Background: an optimization exercise with open tools, aiming at small area and a short achievable clock period. Do not read the settings as production practice.
No activity file was given, so power comes from the tool's default toggle rates.

==> module ieeesub_pre, before the edit <==
module ieeesub_pre(
    input sub,
    input [31:0] A,
    input [31:0] B,
    input gt,
    input eq,
    output [34:0] st
    );
wire bs = B[31] ^ sub;
wire [22:0] mxm = gt ? A[22:0] : B[22:0];
wire [22:0] mnm = gt ? B[22:0] : A[22:0];
wire [7:0] mxe = gt ? A[30:23] : B[30:23];
wire sign = gt ? A[31] : bs;
wire effsub = (A[31] ^ bs) & ~eq;
wire [8:0] dab = {1'b0, A[30:23]} - {1'b0, B[30:23]};
wire [7:0] dba = B[30:23] - A[30:23];
wire [7:0] ediff = dab[8] ? dba : dab[7:0];
wire far = ({1'b0, A[30:23]} >= {1'b0, B[30:23]} + 9'd24) |
           ({1'b0, B[30:23]} >= {1'b0, A[30:23]} + 9'd24);
wire [23:0] t0 = ediff[0] ? {1'b0, 1'b1, mnm[22:1]} : {1'b1, mnm};
wire [23:0] t1 = ediff[1] ? {2'b0, t0[23:2]} : t0;
wire [23:0] t2 = ediff[2] ? {4'b0, t1[23:4]} : t1;
wire [23:0] t3 = ediff[3] ? {8'b0, t2[23:8]} : t2;
wire [23:0] t4 = ediff[4] ? {16'b0, t3[23:16]} : t3;
wire [23:0] sm = far ? 24'd0 : t4;
wire [24:0] mb = {2'b01, mxm};
wire [24:0] s;
wire s_co;
as_add25 ad(mb, {1'b0, sm} ^ {25{effsub}}, effsub, s, s_co);
assign st = {effsub, sign, mxe, s};
endmodule
==> module ieeesub_post, before the edit <==
module ieeesub_post(
    input [34:0] st,
    output [31:0] out
    );
wire [24:0] s = st[24:0];
wire [7:0] e = st[32:25];
wire sign = st[33];
wire effsub = st[34];
wire [22:0] am = s[24] ? s[23:1] : s[22:0];
wire [7:0]  ae = e + {7'd0, s[24]};
reg [4:0] lz;
integer i;
always @* begin
    lz = 5'd0;
    for (i = 1; i <= 23; i = i + 1)
        if (s[i]) lz = 5'd23 - i[4:0];
end
wire [23:0] sl = s[23:0] << lz;
wire [7:0]  se = e - {3'd0, lz};
assign out = effsub ? {sign, se, sl[22:0]} : {sign, ae, am};
endmodule
==> module ieeemul_post, before the edit <==
module ieeemul_post(
    input [59:0] st,
    output [31:0] ans
    );
wire [24:0] p;   
wire p_co;
mul_hi25 hc(st[24:0], st[49:25], st[50], p, p_co);
wire [7:0] eb = st[58:51];
wire [7:0] e = eb + {7'd0, p[24]};
wire [22:0] m = p[24] ? p[23:1] : p[22:0];
assign ans = {st[59], e, m};
endmodule
==> flow/config.mk <==
export PLATFORM = sky130hd
export DESIGN_NAME = FPU
export DESIGN_NICKNAME = FPU
export VERILOG_FILES = /design/flow/design.v
export SDC_FILE = /design/flow/constraint.sdc
export NUM_CORES = 4
export LEC_CHECK = 0
export CAP_MARGIN = 20
export CORE_MARGIN = 2
export CORE_UTILIZATION = 40
export SETUP_SLACK_MARGIN = 5
export SLEW_MARGIN = 20
==> flow/constraint.sdc <==
create_clock -name core_clock -period 13.0 [get_ports {clk}]
set_input_delay 2.6000 -clock core_clock [delete_from_list [all_inputs] [get_ports {clk}]]
set_output_delay 2.6000 -clock core_clock [all_outputs]
set_load 0.01 [all_outputs]
standard.sh (not shown) runs the stock make flow with config.mk's settings and CLKGATE_MAP_FILE= SYNTH_SCRIPT=/design/flow/synth_recipe.tcl, a recipe that flattens the netlist after the stock synthesis.
==> flow/flow/run.sh <==
#!/bin/bash
# Standard layout (the standard.sh: standard synthesis, floorplan, place,
# CTS, route, finish) with two changes to how timing is repaired:
#  - port buffers are buf_2 cells instead of the slow delay-buffer cell the
#    resizer picks by default (every input and output still gets a buffer);
#  - timing repair aims at 5 ns of setup slack.
# The design is still laid out and signed off at the design's clock period.
# make's full output goes to layout.log; each ORFS step logs under orfs/logs.
set -euo pipefail
bash standard.sh SETUP_SLACK_MARGIN=5 \
  "BUFFER_PORTS_ARGS=-buffer_cell sky130_fd_sc_hd__buf_2" finish > layout.log 2>&1
Next try:
--- a/flow/design.v
+++ b/flow/design.v
@@ -21,29 +21,23 @@
     input eq,
     output [34:0] st
     );
 wire bs = B[31] ^ sub;
 wire [22:0] mxm = gt ? A[22:0] : B[22:0];
-wire [22:0] mnm = gt ? B[22:0] : A[22:0];
 wire [7:0] mxe = gt ? A[30:23] : B[30:23];
 wire sign = gt ? A[31] : bs;
 wire effsub = (A[31] ^ bs) & ~eq;
-wire [8:0] dab = {1'b0, A[30:23]} - {1'b0, B[30:23]};
+wire [7:0] dab = A[30:23] - B[30:23];
 wire [7:0] dba = B[30:23] - A[30:23];
-wire [7:0] ediff = dab[8] ? dba : dab[7:0];
-wire far = ({1'b0, A[30:23]} >= {1'b0, B[30:23]} + 9'd24) |
-           ({1'b0, B[30:23]} >= {1'b0, A[30:23]} + 9'd24);
-wire [23:0] t0 = ediff[0] ? {1'b0, 1'b1, mnm[22:1]} : {1'b1, mnm};
-wire [23:0] t1 = ediff[1] ? {2'b0, t0[23:2]} : t0;
-wire [23:0] t2 = ediff[2] ? {4'b0, t1[23:4]} : t1;
-wire [23:0] t3 = ediff[3] ? {8'b0, t2[23:8]} : t2;
-wire [23:0] t4 = ediff[4] ? {16'b0, t3[23:16]} : t3;
-wire [23:0] sm = far ? 24'd0 : t4;
+wire [23:0] sb, sa;
+align al_b({1'b1, B[22:0]}, dab, effsub, sb);
+align al_a({1'b1, A[22:0]}, dba, effsub, sa);
+wire [23:0] smx = gt ? sb : sa;
 wire [24:0] mb = {2'b01, mxm};
 wire [24:0] s;
 wire s_co;
-as_add25 ad(mb, {1'b0, sm} ^ {25{effsub}}, effsub, s, s_co);
+as_add25 ad(mb, {effsub, smx}, effsub, s, s_co);
 assign st = {effsub, sign, mxe, s};
 endmodule
 module ieeesub_post(
     input [34:0] st,
     output [31:0] out
@@ -51,11 +45,12 @@
 wire [24:0] s = st[24:0];
 wire [7:0] e = st[32:25];
 wire sign = st[33];
 wire effsub = st[34];
 wire [22:0] am = s[24] ? s[23:1] : s[22:0];
-wire [7:0]  ae = e + {7'd0, s[24]};
+wire [7:0]  e1 = e + 8'd1;
+wire [7:0]  ae = s[24] ? e1 : e;
 reg [4:0] lz;
 integer i;
 always @* begin
     lz = 5'd0;
     for (i = 1; i <= 23; i = i + 1)
@@ -251,10 +246,26 @@
 wire a_s23 = a_p23_23 ^ a_G52;
 wire a_s24 = a_p24_24 ^ a_G53;
 assign s = {a_s24, a_s23, a_s22, a_s21, a_s20, a_s19, a_s18, a_s17, a_s16, a_s15, a_s14, a_s13, a_s12, a_s11, a_s10, a_s9, a_s8, a_s7, a_s6, a_s5, a_s4, a_s3, a_s2, a_s1, a_s0};
 assign co = a_G54;
 endmodule
+module align(
+    input [23:0] x,
+    input [7:0] d,
+    input inv,
+    output [23:0] y
+    );
+wire [23:0] xi = x ^ {24{inv}};
+wire [23:0] f = {24{inv}};
+wire [23:0] t0 = d[0] ? {f[0],    xi[23:1]}  : xi;
+wire [23:0] t1 = d[1] ? {f[1:0],  t0[23:2]}  : t0;
+wire [23:0] t2 = d[2] ? {f[3:0],  t1[23:4]}  : t1;
+wire [23:0] t3 = d[3] ? {f[7:0],  t2[23:8]}  : t2;
+wire [23:0] t4 = d[4] ? {f[15:0], t3[23:16]} : t3;
+wire out_all = (d[7:5] != 3'd0) | (d[4] & d[3]);
+assign y = out_all ? f : t4;
+endmodule
 module mul_tree(input [23:0] a, input [23:0] b, output [47:0] r0, output [47:0] r1);
 wire w1 = (b[1] & ~b[0]);
 wire w2 = ((b[0] & a[0]) ^ b[1]);
 wire w3 = (((b[0] & a[1]) | (w1 & a[0])) ^ b[1]);
 wire w4 = (((b[0] & a[2]) | (w1 & a[1])) ^ b[1]);
@@ -1202,11 +1213,12 @@
     );
 wire [24:0] p;   
 wire p_co;
 mul_hi25 hc(st[24:0], st[49:25], st[50], p, p_co);
 wire [7:0] eb = st[58:51];
-wire [7:0] e = eb + {7'd0, p[24]};
+wire [7:0] eb1 = eb + 8'd1;    
+wire [7:0] e = p[24] ? eb1 : eb;
 wire [22:0] m = p[24] ? p[23:1] : p[22:0];
 assign ans = {st[59], e, m};
 endmodule
 module mul_lo23(input [22:0] x, input [22:0] y, input ci, output [22:0] s, output co);
 wire a_g0_0 = x[0] & y[0];
Result: Routed wire length increases by 1.8%. Setup slack is better by 0.21 ns. Design area falls by 1.4%. Count of clock-buffer cells in the layout does not change. Power came out lower by 2.6%. Clock power went up by 16%. Worst hold slack got worse by 0.028 ns. Non-clock buffer count is lower by 62. Core utilization goes down by 2.7 points. Critical path depth decreases by 4. Fmax went up by 2.7%. Sequential share of layout area barely changes. Die area went up by 4.4%.
Function was not checked in any run of this note: the RTL went through the layout flow alone.

re-timing with driven ports:
No port has a modelled driver above. Below, the same layouts with a new extraction and two added sets of constraints.
Step 1 (the two cells are an assumption about what drives the block):
set clk [get_ports {clk}]
set_driving_cell -lib_cell sky130_fd_sc_hd__clkbuf_16 $clk
set_driving_cell -lib_cell sky130_fd_sc_hd__buf_2 [delete_from_list [all_inputs] $clk]
Step 2 also shifts input and output timing later by t, the mid clock arrival at the registers, as if the neighbouring blocks saw the same clock.
a / b / c = ideal ports / drivers / drivers and shift; a / b = the first two.
run	t, ns	setup slack, ns	hold WS [ns]	clock arrival spread, ns	worst slew at a driven data input, ns
the first run	0.379	5.006 / 5.001 / 4.622	2.552 / 2.543 / 2.922	0.008 / 0.008	0.08
the second run	0.423	5.219 / 5.245 / 4.822	2.525 / 2.526 / 2.949	0.039 / 0.040	0.07
After both steps every run listed still meets setup and hold. The setup slack of the second run, which loses most, moves by +0.026 ns with the drivers and by -0.397 ns with both steps.
